This is an optimization exercise on Yosys and OpenROAD, whose aim is small area, a short achievable clock period and few clock cycles per item, not a production implementation.
Where RTL was checked, it was by simulation tests only, not by an equivalence proof against the original.
Power is estimated from default activity; no workload was simulated.

==> inputs of job 3085 <==
Design CNC, start of the top module:
module CNC(
    clk,
    rst_n,
    IN_VALID,
    MODE,
    IN,
    OUT_VALID,
    OUT
    );
input           clk, rst_n, IN_VALID;
input   [ 1:0]  MODE;
input   [ 7:0]  IN;
output          OUT_VALID;
output  [16:0]  OUT;
reg        OUT_VALID;
reg [16:0] OUT;
reg p1, p2, p3, p4, p5;
reg mul, sub;
reg [4:0]  BO, BT, BN;  
reg [8:0]  X;      
reg [8:0]  S;      
reg [15:0] P;      
wire busy = p1 | p2 | p3;
wire [8:0] V = p4 ? S : {IN[7], IN};
wire       vneg = p3 & mul;
wire [10:0] Vx = {V[8], V, 1'b0};
wire [4:0] vo, vt, vn;
genvar k;
generate for (k = 0; k < 5; k = k + 1) begin : enc
    assign vo[k] = Vx[2*k+1] ^ Vx[2*k];
    assign vt[k] = (Vx[2*k+2] & ~Vx[2*k+1] & ~Vx[2*k]) | (~Vx[2*k+2] & Vx[2*k+1] & Vx[2*k]);
    assign vn[k] = (Vx[2*k+2] & ~(Vx[2*k+1] & Vx[2*k])) ^ (vneg & (vo[k] | vt[k]));
end endgenerate
wire       s_keep = p3 | (p2 & !mul);
wire       s_in   = !(p2 & !mul);
wire       s_neg  = p3 & sub;
wire [8:0] s_a    = s_keep ? S : 9'd0;
wire [8:0] s_b    = s_in ? ({IN[7], IN} ^ {9{s_neg}}) : 9'd0;
wire [8:0] s_next = s_a + s_b + s_neg;
reg         g;                                   
reg         a1en;                                
wire [16:0] A1 = a1en ? OUT : 17'd0;
  ...
Settings: LEC_CHECK=0, CAP_MARGIN=20, CORE_MARGIN=2, CORE_UTILIZATION=65, SETUP_SLACK_MARGIN=3.6, SLEW_MARGIN=20, SYNTH_HIERARCHICAL=1, SYNTH_MINIMUM_KEEP_SIZE=0; clock period 7.5 ns.
standard.sh (not shown) runs the stock make flow with config.mk's settings and CLKGATE_MAP_FILE= SYNTH_SCRIPT=/design/flow/synth_recipe.tcl, a recipe that flattens the netlist after the stock synthesis.
==> flow/flow/run.sh <==
#!/bin/bash
set -euo pipefail
export BUFFER_PORTS_ARGS="-buffer_cell sky130_fd_sc_hd__buf_2"
bash standard.sh > flow_make.log 2>&1
==> job 3095 (differences from job 3085) <==
--- a/flow/design.v
+++ b/flow/design.v
@@ -20,18 +20,17 @@
 reg [8:0]  X;      
 reg [8:0]  S;      
 reg [15:0] P;      
 wire busy = p1 | p2 | p3;
 wire [8:0] V = p4 ? S : {IN[7], IN};
-wire       vneg = p3 & mul;
 wire [10:0] Vx = {V[8], V, 1'b0};
 wire [4:0] vo, vt, vn;
 genvar k;
 generate for (k = 0; k < 5; k = k + 1) begin : enc
     assign vo[k] = Vx[2*k+1] ^ Vx[2*k];
     assign vt[k] = (Vx[2*k+2] & ~Vx[2*k+1] & ~Vx[2*k]) | (~Vx[2*k+2] & Vx[2*k+1] & Vx[2*k]);
-    assign vn[k] = (Vx[2*k+2] & ~(Vx[2*k+1] & Vx[2*k])) ^ (vneg & (vo[k] | vt[k]));
+    assign vn[k] = Vx[2*k+2] & ~(Vx[2*k+1] & Vx[2*k]);
 end endgenerate
 wire       s_keep = p3 | (p2 & !mul);
 wire       s_in   = !(p2 & !mul);
 wire       s_neg  = p3 & sub;
 wire [8:0] s_a    = s_keep ? S : 9'd0;
@@ -307,11 +306,11 @@
     BN  <= vn;
     S   <= s_next;
     if (!rst_n)          X <= 9'h001;
     else if (p1)         X <= mul ? 9'h001 : 9'h000;
     else if (p2)         X <= mul ? OUT[8:0] : (sub ? 9'h1ff : 9'h001);
-    else if (p3)         X <= mul ? OUT[8:0] : 9'h000;
+    else if (p3)         X <= mul ? -OUT[8:0] : 9'h000;
     else if (p4)         X <= mul ? P[8:0] : 9'h001;
     else                 X <= 9'h001;
 end
 always @(posedge clk) begin
     if (!(busy | p4 | p5)) begin
--- a/flow/config.mk
+++ b/flow/config.mk
@@ -6,9 +6,9 @@
 export NUM_CORES = 4
 export LEC_CHECK = 0
 export CAP_MARGIN = 20
 export CORE_MARGIN = 2
 export CORE_UTILIZATION = 65
-export SETUP_SLACK_MARGIN = 3.6
+export SETUP_SLACK_MARGIN = 4.2
 export SLEW_MARGIN = 20
 export SYNTH_HIERARCHICAL = 1
 export SYNTH_MINIMUM_KEEP_SIZE = 0
==> summary of the runs <==
- Job 3085 completed with no timing, DRC or antenna violations. Job 3095 ran to the end with no violations.
- In job 3085 the power is smaller than in job 3095, by about 22%.
- Non-clock buffer count: job 3085 is lower than job 3095 (29).
- Against job 3095, the combinational power of job 3085 is lower by 30%.
- Against job 3085, the die area of job 3095 is higher by 3.3%.
==> figures <==
	job 3085	job 3095
Post-detailed-route via-to-cell ratio	5.86	6.18
Int Pwr	1.59 mW	1.98 mW
Chip width	103 um	105 um
Data buffer area share	3.53%	6.20%
Peak VDD IR	267 uV	427 uV
Part of the power in registers	23.2%	18.5%
Via count of the first global-routing pass	4936	5444
CORE AREA	0.00964 mm^2	0.00982 mm^2
Run status	timing/DRC/antenna clean	timing/DRC/antenna clean
Routed length per instance	17.2 um	20.0 um
Testbench counts of job 3095, summed over its fixed seeds: cycles 7,208, items 1,200.
Function not checked in job 3085: the RTL went through the layout flow alone.

* * *

==> run a <==
CNC, a different RTL version from the one above (not shown whole).
export LEC_CHECK = 0
export CAP_MARGIN = 20
export CORE_MARGIN = 2
export CORE_UTILIZATION = 40
export SLEW_MARGIN = 20
create_clock -name core_clock -period 7.5 [get_ports {clk}]
run.sh (not shown) runs the stock make flow with config.mk's settings and CLKGATE_MAP_FILE= SYNTH_SCRIPT=/design/flow/synth_recipe.tcl, a recipe that flattens the netlist after the stock synthesis.
Stock flow here: none of the scripts above is used.
==> inputs of run b, as changes to run a <==
- CORE_UTILIZATION: 40 -> 65
- SETUP_SLACK_MARGIN: unset -> 1.5
==> flow_summary.toml <==
[outcome]
status = "finished clean"

[clocking]
clk_pin_slew_ns = 0.06
ctsResizeCount = 0

[power_and_ir_drop]
vdd_drop_max_uv = 177

[setup_path]
cp.arrival_ns = 6.73
r2r_setup_slack_ns = 1.57

[final_layout]
seq-cell-share_pct = 21.8
most-common-layout-cells = "inv_1, fa_1, nand2_1"
stdcell_count = 995

[drt]
drt_iter0_markers = 407

[sta]
fin_crit_sh_pct = 86.6

[die]
start_util_pct = 40.5
nWellTaps = 225

[hold_path]
holdPathEnd = "P[12]"
# the run above: run a

==> flow_summary.toml <==
[sta]
fin_crit_sh_pct = 76.4
setup-violations-final = 0

[hold_path]
holdPathEnd = "P[13]"

[power_and_ir_drop]
vdd_drop_max_uv = 261

[final_layout]
most-common-layout-cells = "inv_1, fa_1, nand2_1"
seq-cell-share_pct = 22.3

[setup_path]
r2r_setup_slack_ns = 1.77

[die]
start_util_pct = 67.1
nWellTaps = 136

[clocking]
clk_pin_slew_ns = 0.08

[yosys]
synthSimpleGateAreaFrac_pct = 16.6

[outcome]
status = "finished clean"
# the run above: run b

Testbench counts of run a, summed over its fixed seeds: cycles 6,008, items 1,200.
Testbench counts of run b, summed over its fixed seeds: cycles 6,008, items 1,200.

-- static timing again, ports no longer ideal --
The results above use ideal ports. As a check the final layouts listed here were re-extracted and re-timed, cells and wires unchanged.
Step 1, drivers: a clkbuf_16 drives clk and a buf_2 each remaining input, both assumed.
Step 2 also shifts input and output timing later by t, the mid clock arrival at the registers, as if the neighbouring blocks saw the same clock.
Slacks: ideal / step 1 / step 2; pairs: ideal / step 1.
run | t, ns | setup WS [ns] | worst setup path at the end
job 3085 | 0.392 | 3.704 / 3.704 / 3.704 | register to register
job 3095 | 0.425 | 3.945 / 3.945 / 3.945 | register to register
run a | 0.387 | 1.006 / 1.026 / 0.640 | input to register
run b | 0.411 | 1.767 / 1.770 / 1.368 | input to register
After both steps setup and hold are still met in every run listed. For run b, which loses most, drivers alone change the setup slack by +0.003 ns; drivers and shift together by -0.399 ns.
